What follows belongs to an exercise in optimizing a design on an open flow for small area, a short achievable clock period and few clock cycles per item; a production flow would make more cautious choices. The RTL of this run was laid out without a check of its function.

--- flow/run.sh ---
#!/bin/bash
# synth_recipe.tcl (not shown) runs the flow's synth.tcl, then flattens the netlist and writes it again
# the make line also repeats each setting of config.mk as NAME=value (left out here)
make -C /OpenROAD-flow-scripts/flow DESIGN_CONFIG=/design/flow/config.mk WORK_HOME=/design/flow/orfs CLKGATE_MAP_FILE= SYNTH_SCRIPT=/design/flow/synth_recipe.tcl finish
--- flow/config.mk ---
export PLATFORM = sky130hd
export DESIGN_NAME = des
export DESIGN_NICKNAME = des
export VERILOG_FILES = /design/flow/design.v
export SDC_FILE = /design/flow/constraint.sdc
export NUM_CORES = 8
export LEC_CHECK = 0
export CAP_MARGIN = 20
export CORE_MARGIN = 2
export CORE_UTILIZATION = 40
export SLEW_MARGIN = 20
--- flow/constraint.sdc ---
create_clock -name core_clock -period 60.0 [get_ports {ck}]
set_input_delay 12.0000 -clock core_clock [delete_from_list [all_inputs] [get_ports {ck}]]
set_output_delay 12.0000 -clock core_clock [all_outputs]
set_load 0.01 [all_outputs]
--- flow/design.v ---
module des(ck,rst,keyin,k,datin,p,e,f,ev,rdy);
    input   ck, keyin, datin;
    input   f;
    input   [64:1]  p, k;
    output  [64:1]  e;
    input   rst;
    output  ev, rdy;
    reg ev;
    assign rdy = 1'b1;
    always @(posedge ck) begin
        if (rst) ev <= 1'b0;
        else     ev <= datin & ~keyin;
    end
    reg [4:0] kst;
    reg [48:1] KS01, KS02, KS03, KS04, KS05, KS06, KS07, KS08, KS09, KS10,
               KS11, KS12, KS13, KS14, KS15, KS16;
    reg [56:1] PC1, CD1;
    reg [64:1] IP1, IP2, IP3, IP4, IP5,IP6, IP7, IP8, IP9, IP10, IP11, IP12, IP13, IP14, IP15, IP16,IP17, LR, e;
    always @(posedge ck) begin
        if (keyin == 1) begin
            PC1[56:1] = { k[4],k[12],k[20],k[28],k[5],k[13],k[21],
                          k[29],k[37],k[45],k[53],k[61],k[6],k[14],
                          k[22],k[30],k[38],k[46],k[54],k[62],k[7],
                          k[15],k[23],k[31],k[39],k[47],k[55],k[63],
                          k[36],k[44],k[52],k[60],k[3],k[11],k[19],
                          k[27],k[35],k[43],k[51],k[59],k[2],k[10],
                          k[18],k[26],k[34],k[42],k[50],k[58],k[1],
                          k[9],k[17],k[25],k[33],k[41],k[49],k[57] };
            if (f == 1) begin  
                PC1[56:1] = { PC1[29], PC1[56:30],PC1[1],PC1[28:2] };   KS01[48:1] = PC2(PC1[56:1]);
                PC1[56:1] = { PC1[29], PC1[56:30],PC1[1],PC1[28:2] };   KS02[48:1] = PC2(PC1[56:1]);
                PC1[56:1] = { PC1[30:29], PC1[56:31],PC1[2:1],PC1[28:3] };  KS03[48:1] = PC2(PC1[56:1]);
                PC1[56:1] = { PC1[30:29], PC1[56:31],PC1[2:1],PC1[28:3] };  KS04[48:1] = PC2(PC1[56:1]);
                PC1[56:1] = { PC1[30:29], PC1[56:31],PC1[2:1],PC1[28:3] };  KS05[48:1] = PC2(PC1[56:1]);
                PC1[56:1] = { PC1[30:29], PC1[56:31],PC1[2:1],PC1[28:3] };  KS06[48:1] = PC2(PC1[56:1]);
                PC1[56:1] = { PC1[30:29], PC1[56:31],PC1[2:1],PC1[28:3] };  KS07[48:1] = PC2(PC1[56:1]);
                PC1[56:1] = { PC1[30:29], PC1[56:31],PC1[2:1],PC1[28:3] };  KS08[48:1] = PC2(PC1[56:1]);
                PC1[56:1] = { PC1[29], PC1[56:30],PC1[1],PC1[28:2] };   KS09[48:1] = PC2(PC1[56:1]);
                PC1[56:1] = { PC1[30:29], PC1[56:31],PC1[2:1],PC1[28:3] };  KS10[48:1] = PC2(PC1[56:1]);
                PC1[56:1] = { PC1[30:29], PC1[56:31],PC1[2:1],PC1[28:3] };  KS11[48:1] = PC2(PC1[56:1]);
                PC1[56:1] = { PC1[30:29], PC1[56:31],PC1[2:1],PC1[28:3] };  KS12[48:1] = PC2(PC1[56:1]);
                PC1[56:1] = { PC1[30:29], PC1[56:31],PC1[2:1],PC1[28:3] };  KS13[48:1] = PC2(PC1[56:1]);
                PC1[56:1] = { PC1[30:29], PC1[56:31],PC1[2:1],PC1[28:3] };  KS14[48:1] = PC2(PC1[56:1]);
                PC1[56:1] = { PC1[30:29], PC1[56:31],PC1[2:1],PC1[28:3] };  KS15[48:1] = PC2(PC1[56:1]);
                PC1[56:1] = { PC1[29], PC1[56:30],PC1[1],PC1[28:2] };   KS16[48:1] = PC2(PC1[56:1]);
            end else begin   
                PC1[56:1] = { PC1[29], PC1[56:30],PC1[1],PC1[28:2] };   KS16[48:1] = PC2(PC1[56:1]);
                PC1[56:1] = { PC1[29], PC1[56:30],PC1[1],PC1[28:2] };   KS15[48:1] = PC2(PC1[56:1]);
                PC1[56:1] = { PC1[30:29], PC1[56:31],PC1[2:1],PC1[28:3] };  KS14[48:1] = PC2(PC1[56:1]);
                PC1[56:1] = { PC1[30:29], PC1[56:31],PC1[2:1],PC1[28:3] };  KS13[48:1] = PC2(PC1[56:1]);
                PC1[56:1] = { PC1[30:29], PC1[56:31],PC1[2:1],PC1[28:3] };  KS12[48:1] = PC2(PC1[56:1]);
                PC1[56:1] = { PC1[30:29], PC1[56:31],PC1[2:1],PC1[28:3] };  KS11[48:1] = PC2(PC1[56:1]);
                PC1[56:1] = { PC1[30:29], PC1[56:31],PC1[2:1],PC1[28:3] };  KS10[48:1] = PC2(PC1[56:1]);
                PC1[56:1] = { PC1[30:29], PC1[56:31],PC1[2:1],PC1[28:3] };  KS09[48:1] = PC2(PC1[56:1]);
                PC1[56:1] = { PC1[29], PC1[56:30],PC1[1],PC1[28:2] };   KS08[48:1] = PC2(PC1[56:1]);
                PC1[56:1] = { PC1[30:29], PC1[56:31],PC1[2:1],PC1[28:3] };  KS07[48:1] = PC2(PC1[56:1]);
                PC1[56:1] = { PC1[30:29], PC1[56:31],PC1[2:1],PC1[28:3] };  KS06[48:1] = PC2(PC1[56:1]);
                PC1[56:1] = { PC1[30:29], PC1[56:31],PC1[2:1],PC1[28:3] };  KS05[48:1] = PC2(PC1[56:1]);
                PC1[56:1] = { PC1[30:29], PC1[56:31],PC1[2:1],PC1[28:3] };  KS04[48:1] = PC2(PC1[56:1]);
                PC1[56:1] = { PC1[30:29], PC1[56:31],PC1[2:1],PC1[28:3] };  KS03[48:1] = PC2(PC1[56:1]);
                PC1[56:1] = { PC1[30:29], PC1[56:31],PC1[2:1],PC1[28:3] };  KS02[48:1] = PC2(PC1[56:1]);
                PC1[56:1] = { PC1[29], PC1[56:30],PC1[1],PC1[28:2] };   KS01[48:1] = PC2(PC1[56:1]);
            end
        end else if (datin == 1) begin
            IP1[64:1] = { p[7],  p[15], p[23], p[31], p[39], p[47], p[55], p[63],
                          p[5],  p[13], p[21], p[29], p[37], p[45], p[53], p[61],
                          p[3],  p[11], p[19], p[27], p[35], p[43], p[51], p[59],
                          p[1],  p[9],  p[17], p[25], p[33], p[41], p[49], p[57],
                          p[8],  p[16], p[24], p[32], p[40], p[48], p[56], p[64],
                          p[6],  p[14], p[22], p[30], p[38], p[46], p[54], p[62],
                          p[4],  p[12], p[20], p[28], p[36], p[44], p[52], p[60],
                          p[2],  p[10], p[18], p[26], p[34], p[42], p[50], p[58] };
            IP2 = des1( IP1, KS01 );
            IP3 = des1( IP2, KS02 );
            IP4 = des1( IP3, KS03 );
            IP5 = des1( IP4, KS04 );
            IP6 = des1( IP5, KS05 );
            IP7 = des1( IP6, KS06 );
            IP8 = des1( IP7, KS07 );
            IP9 = des1( IP8, KS08 );
            IP10 = des1( IP9, KS09 );
            IP11 = des1( IP10, KS10 );
            IP12 = des1( IP11, KS11 );
            IP13 = des1( IP12, KS12 );
            IP14 = des1( IP13, KS13 );
            IP15 = des1( IP14, KS14 );
            IP16 = des1( IP15, KS15 );
            IP17 = des1( IP16, KS16 );
            LR = {IP17[32:1], IP17[64:33]};
            e = { LR[25], LR[57], LR[17], LR[49], LR[9], LR[41], LR[1], LR[33],
                  LR[26], LR[58], LR[18], LR[50], LR[10], LR[42], LR[2], LR[34],
                  LR[27], LR[59], LR[19], LR[51], LR[11], LR[43], LR[3], LR[35],
                  LR[28], LR[60], LR[20], LR[52], LR[12], LR[44], LR[4], LR[36],
                  LR[29], LR[61], LR[21], LR[53], LR[13], LR[45], LR[5], LR[37],
                  LR[30], LR[62], LR[22], LR[54], LR[14], LR[46], LR[6], LR[38],
                  LR[31], LR[63], LR[23], LR[55], LR[15], LR[47], LR[7], LR[39],
                  LR[32], LR[64], LR[24], LR[56], LR[16], LR[48], LR[8], LR[40] };
        end
    end
    function [63:0] des1;
        input [64:1] IP;
        input [48:1] KS;
        reg [48:1] R, RK;
        reg [32:1] RS,P;
        begin
            R[48:1] = e2(IP[64:33]);
            RK[48:1] = R^KS;
            RS[4:1]=s1(RK[6:1]);
            RS[8:5]=s2(RK[12:7]);
            RS[12:9]=s3(RK[18:13]);
            RS[16:13]=s4(RK[24:19]);
            RS[20:17]=s5(RK[30:25]);
            RS[24:21]=s6(RK[36:31]);
            RS[28:25]=s7(RK[42:37]);
            RS[32:29]=s8(RK[48:43]);
            P[32:1] = { RS[25], RS[4], RS[11], RS[22], RS[6], RS[30], RS[13], RS[19],
                        RS[9], RS[3], RS[27], RS[32], RS[14], RS[24], RS[8], RS[2],
                        RS[10], RS[31], RS[18], RS[5], RS[26], RS[23], RS[15], RS[1],
                        RS[17], RS[28], RS[12], RS[29], RS[21], RS[20], RS[7], RS[16] };
            des1 = { IP[32:1]^P , IP[64:33] };
        end
    endfunction
    function [3:0] s1;
        input [5:0] in;
        reg [3:0] s;
        begin
            case ({in[0],in[5]})
                0: begin
                    case ({in[1],in[2],in[3],in[4]})
                        0: s = 14;  1: s = 4;   2: s = 13;  3: s = 1;
                        4: s = 2;   5: s = 15;  6: s = 11;  7: s = 8;
                        8: s = 3;   9: s = 10;  10: s = 6;  11: s = 12;
                        12: s = 5;  13: s = 9;  14: s = 0;  15: s = 7;
                    endcase
                end
                1: begin
                    case ({in[1],in[2],in[3],in[4]})
                        0: s = 0;   1: s = 15;  2: s = 7;   3: s = 4;
                        4: s = 14;  5: s = 2;   6: s = 13;  7: s = 1;
                        8: s = 10;  9: s = 6;   10: s = 12;     11: s = 11;
                        12: s = 9;  13: s = 5;  14: s = 3;  15: s = 8;
                    endcase
                end
                2: begin
                    case ({in[1],in[2],in[3],in[4]})
                        0: s = 4;   1: s = 1;   2: s = 14;  3: s = 8;
                        4: s = 13;  5: s = 6;   6: s = 2;   7: s = 11;
                        8: s = 15;  9: s = 12;  10: s = 9;  11: s = 7;
                        12: s = 3;  13: s = 10;     14: s = 5;  15: s = 0;
                    endcase
                end
                3: begin
                    case ({in[1],in[2],in[3],in[4]})
                        0: s = 15;  1: s = 12;  2: s = 8;   3: s = 2;
                        4: s = 4;   5: s = 9;   6: s = 1;   7: s = 7;
                        8: s = 5;   9: s = 11;  10: s = 3;  11: s = 14;
                        12: s = 10;     13: s = 0;  14: s = 6;  15: s = 13;
                    endcase
                end
            endcase
            s1 = {s[0],s[1],s[2],s[3]};
        end
    endfunction
    function [3:0] s2;
        input [5:0] in;
        reg [3:0] s;
        begin
            case ({in[0],in[5]})
                0: begin
                    case ({in[1],in[2],in[3],in[4]})
                        0: s = 15;  1: s = 1;   2: s = 8;   3: s = 14;
                        4: s = 6;   5: s = 11;  6: s = 3;   7: s = 4;
                        8: s = 9;   9: s = 7;   10: s = 2;  11: s = 13;
                        12: s = 12;     13: s = 0;  14: s = 5;  15: s = 10;
                    endcase
                end
                1: begin
                    case ({in[1],in[2],in[3],in[4]})
                        0: s = 3;   1: s = 13;  2: s = 4;   3: s = 7;
                        4: s = 15;  5: s = 2;   6: s = 8;   7: s = 14;
                        8: s = 12;  9: s = 0;   10: s = 1;  11: s = 10;
                        12: s = 6;  13: s = 9;  14: s = 11;     15: s = 5;
                    endcase
                end
                2: begin
                    case ({in[1],in[2],in[3],in[4]})
                        0: s = 0;   1: s = 14;  2: s = 7;   3: s = 11;
                        4: s = 10;  5: s = 4;   6: s = 13;  7: s = 1;
                        8: s = 5;   9: s = 8;   10: s = 12;     11: s = 6;
                        12: s = 9;  13: s = 3;  14: s = 2;  15: s = 15;
                    endcase
                end
                3: begin
                    case ({in[1],in[2],in[3],in[4]})
                        0: s = 13;  1: s = 8;   2: s = 10;  3: s = 1;
                        4: s = 3;   5: s = 15;  6: s = 4;   7: s = 2;
                        8: s = 11;  9: s = 6;   10: s = 7;  11: s = 12;
                        12: s = 0;  13: s = 5;  14: s = 14;     15: s = 9;
                    endcase
                end
            endcase
            s2 = {s[0],s[1],s[2],s[3]};
        end
    endfunction
    function [3:0] s3;
        input [5:0] in;
        reg [3:0] s;
        begin
            case ({in[0],in[5]})
                0: begin
                    case ({in[1],in[2],in[3],in[4]})
                        0: s = 10;  1: s = 0;   2: s = 9;   3: s = 14;
                        4: s = 6;   5: s = 3;   6: s = 15;  7: s = 5;
                        8: s = 1;   9: s = 13;  10: s = 12;     11: s = 7;
                        12: s = 11;     13: s = 4;  14: s = 2;  15: s = 8;
                    endcase
                end
                1: begin
                    case ({in[1],in[2],in[3],in[4]})
                        0: s = 13;  1: s = 7;   2: s = 0;   3: s = 9;
                        4: s = 3;   5: s = 4;   6: s = 6;   7: s = 10;
                        8: s = 2;   9: s = 8;   10: s = 5;  11: s = 14;
                        12: s = 12;     13: s = 11;     14: s = 15;     15: s = 1;
                    endcase
                end
                2: begin
                    case ({in[1],in[2],in[3],in[4]})
                        0: s = 13;  1: s = 6;   2: s = 4;   3: s = 9;
                        4: s = 8;   5: s = 15;  6: s = 3;   7: s = 0;
                        8: s = 11;  9: s = 1;   10: s = 2;  11: s = 12;
                        12: s = 5;  13: s = 10;     14: s = 14;     15: s = 7;
                    endcase
                end
                3: begin
                    case ({in[1],in[2],in[3],in[4]})
                        0: s = 1;   1: s = 10;  2: s = 13;  3: s = 0;
                        4: s = 6;   5: s = 9;   6: s = 8;   7: s = 7;
                        8: s = 4;   9: s = 15;  10: s = 14;     11: s = 3;
                        12: s = 11;     13: s = 5;  14: s = 2;  15: s = 12;
                    endcase
                end
            endcase
            s3 = {s[0],s[1],s[2],s[3]};
        end
    endfunction
    function [3:0] s4;
        input [5:0] in;
        reg [3:0] s;
        begin
            case ({in[0],in[5]})
                0: begin
                    case ({in[1],in[2],in[3],in[4]})
                        0: s = 7;   1: s = 13;  2: s = 14;  3: s = 3;
                        4: s = 0;   5: s = 6;   6: s = 9;   7: s = 10;
                        8: s = 1;   9: s = 2;   10: s = 8;  11: s = 5;
                        12: s = 11;     13: s = 12;     14: s = 4;  15: s = 15;
                    endcase
                end
                1: begin
                    case ({in[1],in[2],in[3],in[4]})
                        0: s = 13;  1: s = 8;   2: s = 11;  3: s = 5;
                        4: s = 6;   5: s = 15;  6: s = 0;   7: s = 3;
                        8: s = 4;   9: s = 7;   10: s = 2;  11: s = 12;
                        12: s = 1;  13: s = 10;     14: s = 14;     15: s = 9;
                    endcase
                end
                2: begin
                    case ({in[1],in[2],in[3],in[4]})
                        0: s = 10;  1: s = 6;   2: s = 9;   3: s = 0;
                        4: s = 12;  5: s = 11;  6: s = 7;   7: s = 13;
                        8: s = 15;  9: s = 1;   10: s = 3;  11: s = 14;
                        12: s = 5;  13: s = 2;  14: s = 8;  15: s = 4;
                    endcase
                end
                3: begin
                    case ({in[1],in[2],in[3],in[4]})
                        0: s = 3;   1: s = 15;  2: s = 0;   3: s = 6;
                        4: s = 10;  5: s = 1;   6: s = 13;  7: s = 8;
                        8: s = 9;   9: s = 4;   10: s = 5;  11: s = 11;
                        12: s = 12;     13: s = 7;  14: s = 2;  15: s = 14;
                    endcase
                end
            endcase
            s4 = {s[0],s[1],s[2],s[3]};
        end
    endfunction
    function [3:0] s5;
        input [5:0] in;
        reg [3:0] s;
        begin
            case ({in[0],in[5]})
                0: begin
                    case ({in[1],in[2],in[3],in[4]})
                        0: s = 2;   1: s = 12;  2: s = 4;   3: s = 1;
                        4: s = 7;   5: s = 10;  6: s = 11;  7: s = 6;
                        8: s = 8;   9: s = 5;   10: s = 3;  11: s = 15;
                        12: s = 13;     13: s = 0;  14: s = 14;     15: s = 9;
                    endcase
                end
                1: begin
                    case ({in[1],in[2],in[3],in[4]})
                        0: s = 14;  1: s = 11;  2: s = 2;   3: s = 12;
                        4: s = 4;   5: s = 7;   6: s = 13;  7: s = 1;
                        8: s = 5;   9: s = 0;   10: s = 15;     11: s = 10;
                        12: s = 3;  13: s = 9;  14: s = 8;  15: s = 6;
                    endcase
                end
                2: begin
                    case ({in[1],in[2],in[3],in[4]})
                        0: s = 4;   1: s = 2;   2: s = 1;   3: s = 11;
                        4: s = 10;  5: s = 13;  6: s = 7;   7: s = 8;
                        8: s = 15;  9: s = 9;   10: s = 12;     11: s = 5;
                        12: s = 6;  13: s = 3;  14: s = 0;  15: s = 14;
                    endcase
                end
                3: begin
                    case ({in[1],in[2],in[3],in[4]})
                        0: s = 11;  1: s = 8;   2: s = 12;  3: s = 7;
                        4: s = 1;   5: s = 14;  6: s = 2;   7: s = 13;
                        8: s = 6;   9: s = 15;  10: s = 0;  11: s = 9;
                        12: s = 10;     13: s = 4;  14: s = 5;  15: s = 3;
                    endcase
                end
            endcase
            s5 = {s[0],s[1],s[2],s[3]};
        end
    endfunction
    function [3:0] s6;
        input [5:0] in;
        reg [3:0] s;
        begin
            case ({in[0],in[5]})
                0: begin
                    case ({in[1],in[2],in[3],in[4]})
                        0: s = 12;  1: s = 1;   2: s = 10;  3: s = 15;
                        4: s = 9;   5: s = 2;   6: s = 6;   7: s = 8;
                        8: s = 0;   9: s = 13;  10: s = 3;  11: s = 4;
                        12: s = 14;     13: s = 7;  14: s = 5;  15: s = 11;
                    endcase
                end
                1: begin
                    case ({in[1],in[2],in[3],in[4]})
                        0: s = 10;  1: s = 15;  2: s = 4;   3: s = 2;
                        4: s = 7;   5: s = 12;  6: s = 9;   7: s = 5;
                        8: s = 6;   9: s = 1;   10: s = 13;     11: s = 14;
                        12: s = 0;  13: s = 11;     14: s = 3;  15: s = 8;
                    endcase
                end
                2: begin
                    case ({in[1],in[2],in[3],in[4]})
                        0: s = 9;   1: s = 14;  2: s = 15;  3: s = 5;
                        4: s = 2;   5: s = 8;   6: s = 12;  7: s = 3;
                        8: s = 7;   9: s = 0;   10: s = 4;  11: s = 10;
                        12: s = 1;  13: s = 13;     14: s = 11;     15: s = 6;
                    endcase
                end
                3: begin
                    case ({in[1],in[2],in[3],in[4]})
                        0: s = 4;   1: s = 3;   2: s = 2;   3: s = 12;
                        4: s = 9;   5: s = 5;   6: s = 15;  7: s = 10;
                        8: s = 11;  9: s = 14;  10: s = 1;  11: s = 7;
                        12: s = 6;  13: s = 0;  14: s = 8;  15: s = 13;
                    endcase
                end
            endcase
            s6 = {s[0],s[1],s[2],s[3]};
        end
    endfunction
    function [3:0] s7;
        input [5:0] in;
        reg [3:0] s;
        begin
            case ({in[0],in[5]})
                0: begin
                    case ({in[1],in[2],in[3],in[4]})
                        0: s = 4;   1: s = 11;  2: s = 2;   3: s = 14;
                        4: s = 15;  5: s = 0;   6: s = 8;   7: s = 13;
                        8: s = 3;   9: s = 12;  10: s = 9;  11: s = 7;
                        12: s = 5;  13: s = 10;     14: s = 6;  15: s = 1;
                    endcase
                end
                1: begin
                    case ({in[1],in[2],in[3],in[4]})
                        0: s = 13;  1: s = 0;   2: s = 11;  3: s = 7;
                        4: s = 4;   5: s = 9;   6: s = 1;   7: s = 10;
                        8: s = 14;  9: s = 3;   10: s = 5;  11: s = 12;
                        12: s = 2;  13: s = 15;     14: s = 8;  15: s = 6;
                    endcase
                end
                2: begin
                    case ({in[1],in[2],in[3],in[4]})
                        0: s = 1;   1: s = 4;   2: s = 11;  3: s = 13;
                        4: s = 12;  5: s = 3;   6: s = 7;   7: s = 14;
                        8: s = 10;  9: s = 15;  10: s = 6;  11: s = 8;
                        12: s = 0;  13: s = 5;  14: s = 9;  15: s = 2;
                    endcase
                end
                3: begin
                    case ({in[1],in[2],in[3],in[4]})
                        0: s = 6;   1: s = 11;  2: s = 13;  3: s = 8;
                        4: s = 1;   5: s = 4;   6: s = 10;  7: s = 7;
                        8: s = 9;   9: s = 5;   10: s = 0;  11: s = 15;
                        12: s = 14;     13: s = 2;  14: s = 3;  15: s = 12;
                    endcase
                end
            endcase
            s7 = {s[0],s[1],s[2],s[3]};
        end
    endfunction
    function [3:0] s8;
        input [5:0] in;
        reg [3:0] s;
        begin
            case ({in[0],in[5]})
                0: begin
                    case ({in[1],in[2],in[3],in[4]})
                        0: s = 13;  1: s = 2;   2: s = 8;   3: s = 4;
                        4: s = 6;   5: s = 15;  6: s = 11;  7: s = 1;
                        8: s = 10;  9: s = 9;   10: s = 3;  11: s = 14;
                        12: s = 5;  13: s = 0;  14: s = 12;     15: s = 7;
                    endcase
                end
                1: begin
                    case ({in[1],in[2],in[3],in[4]})
                        0: s = 1;   1: s = 15;  2: s = 13;  3: s = 8;
                        4: s = 10;  5: s = 3;   6: s = 7;   7: s = 4;
                        8: s = 12;  9: s = 5;   10: s = 6;  11: s = 11;
                        12: s = 0;  13: s = 14;     14: s = 9;  15: s = 2;
                    endcase
                end
                2: begin
                    case ({in[1],in[2],in[3],in[4]})
                        0: s = 7;   1: s = 11;  2: s = 4;   3: s = 1;
                        4: s = 9;   5: s = 12;  6: s = 14;  7: s = 2;
                        8: s = 0;   9: s = 6;   10: s = 10;     11: s = 13;
                        12: s = 15;     13: s = 3;  14: s = 5;  15: s = 8;
                    endcase
                end
                3: begin
                    case ({in[1],in[2],in[3],in[4]})
                        0: s = 2;   1: s = 1;   2: s = 14;  3: s = 7;
                        4: s = 4;   5: s = 10;  6: s = 8;   7: s = 13;
                        8: s = 15;  9: s = 12;  10: s = 9;  11: s = 0;
                        12: s = 3;  13: s = 5;  14: s = 6;  15: s = 11;
                    endcase
                end
            endcase
            s8 = {s[0],s[1],s[2],s[3]};
        end
    endfunction
    function [47:0] e2;
        input [32:1] in;
        e2 = {in[1],in[32:28],in[29:24],in[25:20],in[21:16],in[17:12],in[13:8],in[9:4],in[5:1],in[32]};
    endfunction
    function [47:0] PC2;
        input [56:1] in;
        PC2 = {in[32],in[29],in[36],in[50],in[42],in[46],
               in[53],in[34],in[56],in[39],in[49],in[44],
               in[48],in[33],in[45],in[51],in[40],in[30],
               in[55],in[47],in[37],in[31],in[52],in[41],
               in[2],in[13],in[20],in[27],in[7],in[16],
               in[8],in[26],in[4],in[12],in[19],in[23],
               in[10],in[21],in[6],in[15],in[28],in[3],
               in[5],in[1],in[24],in[11],in[17],in[14] };
    endfunction
endmodule
==> run summary <==
worst min-delay path by stage:
stage	slack, ns	end	depth (start not counted)	start
after floorplan	0.88	e[30]$_DFFE_PP_	3	KS16[43]$_DFFE_PP_
after global placement	1.22	e[49]$_DFFE_PP_	5	KS15[9]$_DFFE_PP_
after detailed placement	1.22	e[49]$_DFFE_PP_	5	KS15[9]$_DFFE_PP_
after CTS	1.28	e[49]$_DFFE_PP_	5	KS15[9]$_DFFE_PP_
after global routing	1.35	e[21]$_DFFE_PP_	4	KS15[37]$_DFFE_PP_
final	1.28	e[49]$_DFFE_PP_	5	KS15[9]$_DFFE_PP_
cells in the mapped netlist (151+ instances only):
cell                       instances  area [sq um]
sky130_fd_sc_hd__nand2b_1        176          1100
sky130_fd_sc_hd__nor2_1         1217          4570
sky130_fd_sc_hd__o211ai_1        475          3570
sky130_fd_sc_hd__nand2_1        2015          7560
sky130_fd_sc_hd__xnor3_1         160          3600
sky130_fd_sc_hd__nand3_1         779          3900
sky130_fd_sc_hd__ha_1            904         11300
sky130_fd_sc_hd__a21o_1          151          1130
sky130_fd_sc_hd__inv_1           567          2130
sky130_fd_sc_hd__clkbuf_1        466          1750
sky130_fd_sc_hd__a211oi_1        447          3360
sky130_fd_sc_hd__a211o_1         164          1440
sky130_fd_sc_hd__xor2_1          449          3930
sky130_fd_sc_hd__a21oi_1         920          4600
sky130_fd_sc_hd__nor4_1          201          1260
sky130_fd_sc_hd__o21ai_0         796          3980
sky130_fd_sc_hd__and3_1          196          1230
sky130_fd_sc_hd__buf_2           386          1930
sky130_fd_sc_hd__edfxtp_1        752         22600
sky130_fd_sc_hd__a31oi_1         277          1730
sky130_fd_sc_hd__o31ai_1         156          1170
sky130_fd_sc_hd__and2_1          167          1040
sky130_fd_sc_hd__mux2i_1         533          5340
sky130_fd_sc_hd__nor3_1          670          3350
sky130_fd_sc_hd__nand4_1         173          1080
sky130_fd_sc_hd__xnor2_1        1277         11200
cell type report:
class	count	area (sq um)
antenna	106	265
clock buffer	121	2880
clock inverter	87	1010
fill	36300	203000
inverter	664	2490
multi-input combinational	15700	116000
sequential	753	22600
tap	4773	5970
timing repair buffer	713	5940
worst register-to-register path: cells and delay by family (launching register included):
family                   cells  cell delay (ns)
flip-flops                   1             0.69
adder cells (fa/ha/maj)     16             6.34
AND/OR/NAND/NOR             40            11.60
XOR/XNOR                    11             6.20
multiplexers                 5             1.07
buffers and inverters       15             3.34
AO/OA/AOI/OAI               48            13.21
cells by family after synthesis:
logic type	Yosys count	share of synthesized area
buf+inv	1660	0.0497
flops	753	0.156
compound gates	5727	0.292
mux	693	0.0524
xor+xnor	2121	0.161
other cells	1	0.0000259
fa+ha+maj	909	0.0786
simple gates	6268	0.209
through the flow:
stage	util	cell area (sq um)
2_1_floorplan	-	145000
3_3_place_gp	0.423	152000
3_5_place_dp	0.423	152000
4_1_cts	0.434	156000
5_1_grt	0.435	157000
6_report	0.436	157000
per-layer routing:
metal  track usage  up-vias  wire length [um]  share of wire
met4         0.312       35             65800          0.085
met2         0.535    11700            303000           0.39
met3         0.134     2139            109000           0.14
met5       0.00170        -               674        0.00087
li1              -    68900                 -              -
met1         0.526    77100            300000           0.39
==> impl_summary.log <==
INFO  metric groute.usage.overall = 0.402
INFO  metric num_rows = 220
INFO  metric drv_cap = 0
INFO  metric timing.final.crit_period = roughly 54 ns
INFO  metric r2r_setup_slack = approximately 17 ns
INFO  metric coreArea = 359000 sq um
INFO  metric dr_vias_cell = around 7
INFO  metric clock.fmax = between 15 and 20 MHz
INFO  metric totalWireLength = between 700000 and 800000 um
INFO  metric grt_pass1_vias = about 140k
INFO  metric cts-hold-fix-buffers = 0
INFO  metric post_cts.repair.setup_buffers = 0
INFO  metric timing.critical_path.mode_cell = sky130_fd_sc_hd__ha_1
INFO  metric cts_tree = done
INFO  metric post_synth_instance_area = approximately 140000 sq um
INFO  metric reg2reg_start = KS09[9]$_DFFE_PP_
INFO  metric design.final.nets = approximately 19000
INFO  metric floorplan.die.width = 605 um
INFO  metric postSynthAreaPerCell = around 8.0 sq um
INFO  metric final.period_utilization = 0.902
INFO  metric vias = around 160k
INFO  metric hold_viol = 0
INFO  metric critPathRequiredTime = about 60 ns
INFO  metric synth.yosys.warnings = 1
INFO  metric worst_slew_pin_slew = between 1 and 1.5 ns
INFO  metric portBuffers = roughly 190
INFO  metric iteration_0_drc_markers = ~27000
INFO  metric insertion_delay = between 0.9 and 1 ns
INFO  metric yosys_register_bits = roughly 750
INFO  metric r2r_end = e[54]$_DFFE_PP_
INFO  metric place_hpwl = 586000 um
INFO  metric post_route_cells_drive_above_1_share = 0.0943
INFO  metric critical_path_depth = approximately 140
INFO  metric grt_setup_unrepaired = false
INFO  metric synth.lib_cells_used.distinct = 163
INFO  metric worst_ep_arrival_time = approximately 55 ns
INFO  metric grt_remaining_overflow = 0
INFO  metric grt_max_degree = approximately 150
INFO  metric place_congestion = roughly 1.1
INFO  metric post_placement_setup_slack = 6.56 ns
INFO  metric floorplan.initialDensity = 0.402
INFO  metric slowest_delay = ~1.1 ns
INFO  metric cp-startpoint = p[33]
INFO  metric critical_path.slowest_cell = sky130_fd_sc_hd__xor2_1
INFO  metric numPlacedInstances = ~23000
INFO  metric crit_type = in -> reg
INFO  metric synthFlopType = sky130_fd_sc_hd__edfxtp_1
INFO  metric worst_slack = 5.89 ns
INFO  metric ctsRootBufferMaster = sky130_fd_sc_hd__clkbuf_16
INFO  metric largest_register_ff_count = 64
INFO  metric route.detailed.wl_per_inst = around 34 um
INFO  metric synthArstFlopShare = 0
INFO  metric number_of_nets_in_the_synthesized_netlist = around 19000
INFO  metric path_delay_family = compound AO/OA/AOI/OAI gates
INFO  metric report.final.slew_viol_count = 0
INFO  metric syn_to_final_growth = 8.44%
INFO  metric synth_sequential_area_ratio = 0.156
INFO  metric synth-edff-count = approximately 750
INFO  metric synthCells = 18100
INFO  metric max-slew-margin-rel = 0.0667
INFO  metric run_status = timing/DRC/antenna clean
INFO  metric finalHoldWorstSlack = ~1.3 ns
INFO  metric drcViolationCount = 0
INFO  metric critPathLaunchType = input pin
INFO  metric setup-violations-final = 0
INFO  metric cts_resized = 0
INFO  metric reg2reg_depth = roughly 140
INFO  metric dieHeight = approximately 610 um
INFO  metric cts_buffer_depth = 4
INFO  metric drt_pass1_iterations = 7
INFO  metric num_io_pins = just under 200
INFO  metric detail-route-antenna-nets = 0
INFO  metric crit_end = e[54]$_DFFE_PP_
INFO  metric setup_tns = 0 ns
INFO  metric cts_sinks = between 700 and 800
INFO  metric critical_path_sink_type = flip-flop
INFO  metric worst_hold_path_type = reg -> reg
INFO  metric cts_made_buffers = 114
INFO  metric layoutNonFillerInstCount = 22900
INFO  metric mostFrequentLayoutCells = 1970 x sky130_fd_sc_hd__nand2_1, 1227 x sky130_fd_sc_hd__xnor2_1, 1216 x sky130_fd_sc_hd__nor2_1, 920 x sky130_fd_sc_hd__a21oi_1, 904 x sky130_fd_sc_hd__ha_1
INFO  metric antenna_violations_before_repair = 62
INFO  metric grt_pass1_wl = around 1100000 um
INFO  metric worst-path-buf-inv = 16
INFO  metric dieArea = ~370000 sq um
INFO  metric finClkSkew = ~0.058 ns
INFO  metric path_clk_slew = ~0.060 ns
INFO  metric cts-htree-levels = 3
INFO  metric critical_path_peak_fanout = 15
INFO  metric final_common_cell = sky130_fd_sc_hd__nand2_1

## port drivers added, routing unchanged
The flow's constraints put no driver on any port. The routed layout listed below was extracted and timed again, unchanged, in two steps.
Step 1 (the two cells are an assumption about what drives the block):
set clk [get_ports {ck}]
set_driving_cell -lib_cell sky130_fd_sc_hd__clkbuf_16 $clk
set_driving_cell -lib_cell sky130_fd_sc_hd__buf_2 [delete_from_list [all_inputs] $clk]
Step 2 times the ports against the registers' clock, not the clock port: input delays grow and output delays shrink by t, the midpoint of the rising clock arrivals with the driver on.
Three values: ideal, step 1, step 2; two values: the first two.
t, ns: 1.033
setup WS [ns]: 5.888 / 5.969 / 4.936
hold slack, ns: 1.282 / 1.282 / 1.282
After both steps setup and hold are still met in this run. The setup slack of this run moves by +0.081 ns with the drivers and by -0.952 ns with both steps.
